What follows belongs to an exercise in optimizing a design on an open flow for small area, a short achievable clock period and few clock cycles; a production flow would make more cautious choices. Where RTL was checked, it was by simulation tests only, not by an equivalence proof against the original. Power is estimated from default activity; no workload was simulated.

## north
==> flow/design.v <==
module huffman(clk, reset, gray_valid, gray_data, CNT_valid, CNT1, CNT2, CNT3, CNT4, CNT5, CNT6,code_valid, HC1, HC2, HC3, HC4, HC5, HC6, M1, M2, M3, M4, M5, M6);
input clk;
input reset;
input gray_valid;
input [7:0] gray_data;
output reg CNT_valid;
output [7:0] CNT1, CNT2, CNT3, CNT4, CNT5, CNT6;
output reg code_valid;
output [7:0] HC1, HC2, HC3, HC4, HC5, HC6;
output [7:0] M1, M2, M3, M4, M5, M6;
integer i;
function lt7;
	input [6:0] a, b;
	reg [6:0] l, g;
	reg l10, g10, l32, g32, l54, g54, l30, g30, l64, g64;
	begin
		l = ~a & b;
		g = a & ~b;
		l10 = l[1] | (~g[1] & l[0]);	g10 = g[1] | (~l[1] & g[0]);
		l32 = l[3] | (~g[3] & l[2]);	g32 = g[3] | (~l[3] & g[2]);
		l54 = l[5] | (~g[5] & l[4]);	g54 = g[5] | (~l[5] & g[4]);
		l30 = l32 | (~g32 & l10);	g30 = g32 | (~l32 & g10);
		l64 = l[6] | (~g[6] & l54);	g64 = g[6] | (~l[6] & g54);
		lt7 = l64 | (~g64 & l30);
	end
endfunction
reg [3:0] st;
reg mv;
reg srt, slast, mrg;
wire img_end = (st == 4'd1) & ~gray_valid;
wire [3:0] st_n = (st == 4'd0) ? {3'd0, gray_valid} :
		(st == 4'd1) ? (gray_valid ? 4'd1 : 4'd2) :
		(st == 4'd12) ? 4'd12 : (mv ? st + 4'd1 : st);
always @(posedge clk or posedge reset)
	if (reset) begin
		st <= 4'd0;
		mv <= 1'b0;
		srt <= 1'b0;
		slast <= 1'b0;
		mrg <= 1'b0;
		CNT_valid <= 1'b0;
		code_valid <= 1'b0;
	end else begin
		st <= st_n;
		mv <= img_end | ((srt | mrg) & (~mv | (st_n == 4'd11)));
		srt <= (st_n >= 4'd2) & (st_n <= 4'd6);
		slast <= (st_n == 4'd6);
		mrg <= (st_n >= 4'd7) & (st_n <= 4'd11);
		CNT_valid <= img_end;
		code_valid <= (st == 4'd11) & mv;
	end
reg [6:0] Q [0:5];
assign CNT1 = {1'b0, Q[5]};
assign CNT2 = {1'b0, Q[0]};
assign CNT3 = {1'b0, Q[1]};
assign CNT4 = {1'b0, Q[2]};
assign CNT5 = {1'b0, Q[3]};
assign CNT6 = {1'b0, Q[4]};
wire [5:1] unsorted = {1'b0, st <= 4'd2, st <= 4'd3, st <= 4'd4, st <= 4'd5};
wire [5:1] lt_c;
genvar g;
generate
	for (g = 1; g < 6; g = g + 1) begin : cmp
		assign lt_c[g] = unsorted[g] | lt7(Q[g], Q[0]);
	end
endgenerate
reg [5:1] lt_r;
always @(posedge clk or posedge reset)
	if (reset)
		lt_r <= 5'd0;
	else
		lt_r <= lt_c;
wire [7:0] lt = {2'b00, lt_r, 1'b1};
wire [6:0] addA = Q[0] + Q[1];
wire [6:0] addB = Q[1] + Q[2];
wire [6:0] S = (addA & {7{~lt[2]}}) | (addB & {7{lt[2]}});
wire [5:0] inc;
assign inc[0] = gray_valid & (gray_data[2:0] == 3'd2);
assign inc[1] = gray_valid & (gray_data[2:0] == 3'd3);
assign inc[2] = gray_valid & (gray_data[2:0] == 3'd4);
assign inc[3] = gray_valid & (gray_data[2:0] == 3'd5);
assign inc[4] = gray_valid & (gray_data[2:0] == 3'd6);
assign inc[5] = gray_valid & (gray_data[2:0] == 3'd1);
wire sm = mv & srt & ~slast;
wire mm = mv & (slast | mrg);
reg [6:0] Qn [0:5];
reg [6:0] Qc [0:5];
reg selB, selC, selD;
always @(*) begin
	for (i = 0; i < 6; i = i + 1)
		Qc[i] = Q[i] + {6'd0, inc[i]};
	selB = sm & lt[1];
	Qn[0] = (Qc[0] & {7{~(selB | mm)}}) | (Q[1] & {7{selB}}) | (S & {7{mm}});
	for (i = 1; i < 5; i = i + 1) begin
		selB = (sm & lt[i+1]) | (mm & ~lt[i+2] & ~lt[i+1]);
		selC = mm & lt[i+2];
		selD = (sm & ~lt[i+1] & lt[i]) | (mm & ~lt[i+2] & lt[i+1]);
		Qn[i] = (Qc[i] & {7{~(selB | selC | selD)}}) | (Q[(i+1)%6] & {7{selB}})
			| (Q[(i+2)%6] & {7{selC}}) | (Q[0] & {7{selD}});
	end
	selD = sm & lt[5];
	Qn[5] = (Qc[5] & {7{~(selD | mm)}}) | (Q[0] & {7{selD}}) | {7{mm}};
end
always @(posedge clk or posedge reset)
	if (reset) begin
		for (i = 0; i < 6; i = i + 1)
			Q[i] <= 7'd0;
	end else begin
		for (i = 0; i < 6; i = i + 1)
			Q[i] <= Qn[i];
	end
wire [2:0] ins = {lt[4], lt[2] & ~lt[4], (lt[1] & ~lt[2]) | (lt[3] & ~lt[4]) | lt[5]};
function [2:0] place;
	input [2:0] m;
	place = (m == 3'd0) ? 3'd0 : (m == 3'd1) ? 3'd5 : m - 3'd1;
endfunction
reg [2:0] nv [0:7];
always @(*) begin
	if (mm) begin
		nv[0] = place(ins);
		for (i = 1; i < 5; i = i + 1)
			nv[i] = lt[i] ? place(i - 1) : place(i);
		nv[5] = slast ? (lt[5] ? place(4) : place(5)) : place(ins);
	end else if (sm) begin
		nv[0] = ins;
		for (i = 1; i < 6; i = i + 1)
			nv[i] = lt[i] ? i - 1 : i;
	end else begin
		for (i = 0; i < 6; i = i + 1)
			nv[i] = i;
	end
	nv[6] = 3'd6;
	nv[7] = 3'd7;
end
reg [2:0] P [0:5];
reg [4:0] T [0:5];
reg [4:0] H [0:5];
reg lo, hi;
always @(posedge clk or posedge reset)
	if (reset) begin
		P[0] <= 3'd5;
		for (i = 1; i < 6; i = i + 1)
			P[i] <= i - 1;
		for (i = 0; i < 6; i = i + 1) begin
			T[i] <= 5'd0;
			H[i] <= 5'd0;
		end
	end else begin
		for (i = 0; i < 6; i = i + 1) begin
			P[i] <= nv[P[i]];
			lo = mv & mrg & (P[i] == 3'd0);
			hi = mv & mrg & (P[i] == 3'd5);
			T[i] <= T[i] | ({5{lo | hi}} & {T[i][3:0], 1'b1});
			H[i] <= H[i] | ({5{lo}} & {T[i][3:0], 1'b1} & ~T[i]);
		end
	end
assign HC1 = {3'b0, H[0]};	assign M1 = {3'b0, T[0][4:1], 1'b1};
assign HC2 = {3'b0, H[1]};	assign M2 = {3'b0, T[1][4:1], 1'b1};
assign HC3 = {3'b0, H[2]};	assign M3 = {3'b0, T[2][4:1], 1'b1};
assign HC4 = {3'b0, H[3]};	assign M4 = {3'b0, T[3][4:1], 1'b1};
assign HC5 = {3'b0, H[4]};	assign M5 = {3'b0, T[4][4:1], 1'b1};
assign HC6 = {3'b0, H[5]};	assign M6 = {3'b0, T[5][4:1], 1'b1};
endmodule
clock: 5.0 ns
lec_check: 0
cap_margin: 20
core_margin: 2
core_utilization: 40
setup_slack_margin: 2.8
slew_margin: 20
standard.sh (not shown) runs the stock make flow with config.mk's settings and CLKGATE_MAP_FILE= SYNTH_SCRIPT=/design/flow/synth_recipe.tcl, a recipe that flattens the netlist after the stock synthesis.
==> flow/flow/run.sh <==
#!/bin/bash
# Own flow: the standard synthesis and layout (standard.sh), with the
# port buffers made of the smallest plain buffer cell. The make output goes
# to layout.log here.
set -euo pipefail
bash standard.sh BUFFER_PORTS_ARGS="-buffer_cell sky130_fd_sc_hd__buf_1" finish > "$PWD/layout.log" 2>&1
Input changes introduced in south (baseline for comparison: north):
diff --git a/flow/design.v b/flow/design.v
--- a/flow/design.v
+++ b/flow/design.v
@@ -120,23 +120,19 @@
 		nv[0] = place(ins);
 		for (i = 1; i < 5; i = i + 1)
 			nv[i] = lt[i] ? place(i - 1) : place(i);
 		nv[5] = slast ? (lt[5] ? place(4) : place(5)) : place(ins);
-	end else if (sm) begin
+	end else begin
 		nv[0] = ins;
 		for (i = 1; i < 6; i = i + 1)
 			nv[i] = lt[i] ? i - 1 : i;
-	end else begin
-		for (i = 0; i < 6; i = i + 1)
-			nv[i] = i;
 	end
-	nv[6] = 3'd6;
-	nv[7] = 3'd7;
+	nv[6] = 3'd0;
+	nv[7] = 3'd0;
 end
 reg [2:0] P [0:5];
 reg [4:0] T [0:5];
 reg [4:0] H [0:5];
-reg lo, hi;
 always @(posedge clk or posedge reset)
 	if (reset) begin
 		P[0] <= 3'd5;
 		for (i = 1; i < 6; i = i + 1)
@@ -146,13 +142,15 @@
 			H[i] <= 5'd0;
 		end
 	end else begin
 		for (i = 0; i < 6; i = i + 1) begin
-			P[i] <= nv[P[i]];
-			lo = mv & mrg & (P[i] == 3'd0);
-			hi = mv & mrg & (P[i] == 3'd5);
-			T[i] <= T[i] | ({5{lo | hi}} & {T[i][3:0], 1'b1});
-			H[i] <= H[i] | ({5{lo}} & {T[i][3:0], 1'b1} & ~T[i]);
+			if (mv)
+				P[i] <= nv[P[i]];
+			if (mv & mrg & ((P[i] == 3'd0) | (P[i] == 3'd5))) begin
+				T[i] <= {T[i][3:0], 1'b1};
+				if (P[i] == 3'd0)
+					H[i] <= H[i] | ({T[i][3:0], 1'b1} & ~T[i]);
+			end
 		end
 	end
 assign HC1 = {3'b0, H[0]};	assign M1 = {3'b0, T[0][4:1], 1'b1};
 assign HC2 = {3'b0, H[1]};	assign M2 = {3'b0, T[1][4:1], 1'b1};
Results
- Side by side, combinational share of power turned out higher in south than in north.
- Summary of south over north: post-route minimum period saw a decrease; compound-cell area share of the yosys netlist went up; final design instance area without fill decreased by about 1.3% relative to the old numbers; post-placement setup slack has increased.
- Delta (south minus north): first-pass iteration count of the detailed router decreased by 1 relative to the old numbers, final-layout non-clock buffer area share held steady, routed wire length lost about 8%.
- Diff south and north: routability congestion estimate from global placement higher in south
- Comparing north with south, the hold slack came out essentially unchanged.
- Total power of south is higher than that of north.
- More vias were needed by north than by south.
- On later-pin clock latency in the skew report, south and north are basically level.
Testbench counts of south, summed over its fixed seeds: cycles 47,600.
For north, only the layout was checked, not whether the RTL still works.

* * *

// huffman: RTL as listed in full above, without the edits since
clock: 5.0 ns
lec_check: 0
cap_margin: 20
core_margin: 2
core_utilization: 40
setup_slack_margin: 3.0
slew_margin: 20
Scripts as last shown in full above: flow/flow/run.sh
==> next run, changes <==
--- a/flow/design.v
+++ b/flow/design.v
@@ -118,43 +118,41 @@
 always @(*) begin
 	if (mm) begin
 		nv[0] = place(ins);
 		for (i = 1; i < 5; i = i + 1)
 			nv[i] = lt[i] ? place(i - 1) : place(i);
 		nv[5] = slast ? (lt[5] ? place(4) : place(5)) : place(ins);
-	end else if (sm) begin
+	end else begin
 		nv[0] = ins;
 		for (i = 1; i < 6; i = i + 1)
 			nv[i] = lt[i] ? i - 1 : i;
-	end else begin
-		for (i = 0; i < 6; i = i + 1)
-			nv[i] = i;
 	end
-	nv[6] = 3'd6;
-	nv[7] = 3'd7;
+	nv[6] = 3'd0;
+	nv[7] = 3'd0;
 end
 reg [2:0] P [0:5];
 reg [4:0] T [0:5];
 reg [4:0] H [0:5];
-reg lo, hi;
 always @(posedge clk or posedge reset)
 	if (reset) begin
 		P[0] <= 3'd5;
 		for (i = 1; i < 6; i = i + 1)
 			P[i] <= i - 1;
 		for (i = 0; i < 6; i = i + 1) begin
 			T[i] <= 5'd0;
 			H[i] <= 5'd0;
 		end
 	end else begin
 		for (i = 0; i < 6; i = i + 1) begin
-			P[i] <= nv[P[i]];
-			lo = mv & mrg & (P[i] == 3'd0);
-			hi = mv & mrg & (P[i] == 3'd5);
-			T[i] <= T[i] | ({5{lo | hi}} & {T[i][3:0], 1'b1});
-			H[i] <= H[i] | ({5{lo}} & {T[i][3:0], 1'b1} & ~T[i]);
+			if (mv)
+				P[i] <= nv[P[i]];
+			if (mv & mrg & ((P[i] == 3'd0) | (P[i] == 3'd5))) begin
+				T[i] <= {T[i][3:0], 1'b1};
+				if (P[i] == 3'd0)
+					H[i] <= H[i] | ({T[i][3:0], 1'b1} & ~T[i]);
+			end
 		end
 	end
 assign HC1 = {3'b0, H[0]};	assign M1 = {3'b0, T[0][4:1], 1'b1};
 assign HC2 = {3'b0, H[1]};	assign M2 = {3'b0, T[1][4:1], 1'b1};
 assign HC3 = {3'b0, H[2]};	assign M3 = {3'b0, T[2][4:1], 1'b1};
 assign HC4 = {3'b0, H[3]};	assign M4 = {3'b0, T[3][4:1], 1'b1};
Outcome:
- The changed run completed with no timing, DRC or antenna violations
- worst setup slack gets better by 0.25 ns
- critical path depth stays the same
- fmax grows by roughly a tenth
- clock-buffer cell count came out higher by 1
- utilization rose by 1.5 points
- via count fell by a few percent
Testbench counts after the change, summed over its fixed seeds: cycles 47,600.
Only the layout flow was run in the first run of this note; the RTL was not checked for function there.

[separate check: timing with driven ports]
Ports are ideal in the flow. The routed layouts listed here were re-timed in OpenROAD.
Step 1, drivers: a clkbuf_16 drives clk and a buf_2 each remaining input, both assumed.
Step 2 times the ports against the registers' clock, not the clock port: input delays grow and output delays shrink by t, the midpoint of the rising clock arrivals with the driver on.
Slacks: no drivers / after step 1 / after step 2; pairs: no drivers / after step 1.
run | t, ns | setup slack, ns | worst setup path at the end | worst data-port slew with drivers (ns) | cell pins on the clock port's net
north | 0.469 | 2.704 / 2.704 / 2.403 | input to register | 0.03 | 1
south | 0.457 | 2.842 / 2.798 / 2.461 | input to register | 0.04 | 1
the first run of note 2 | 0.469 | 2.651 / 2.651 / 2.386 | input to register | 0.06 | 1
the second run of note 2 | 0.461 | 2.897 / 2.857 / 2.465 | input to register | 0.07 | 1
After both steps setup and hold are still met in every run listed. For the second run of note 2, which loses most, drivers alone change the setup slack by -0.040 ns; drivers and shift together by -0.432 ns.
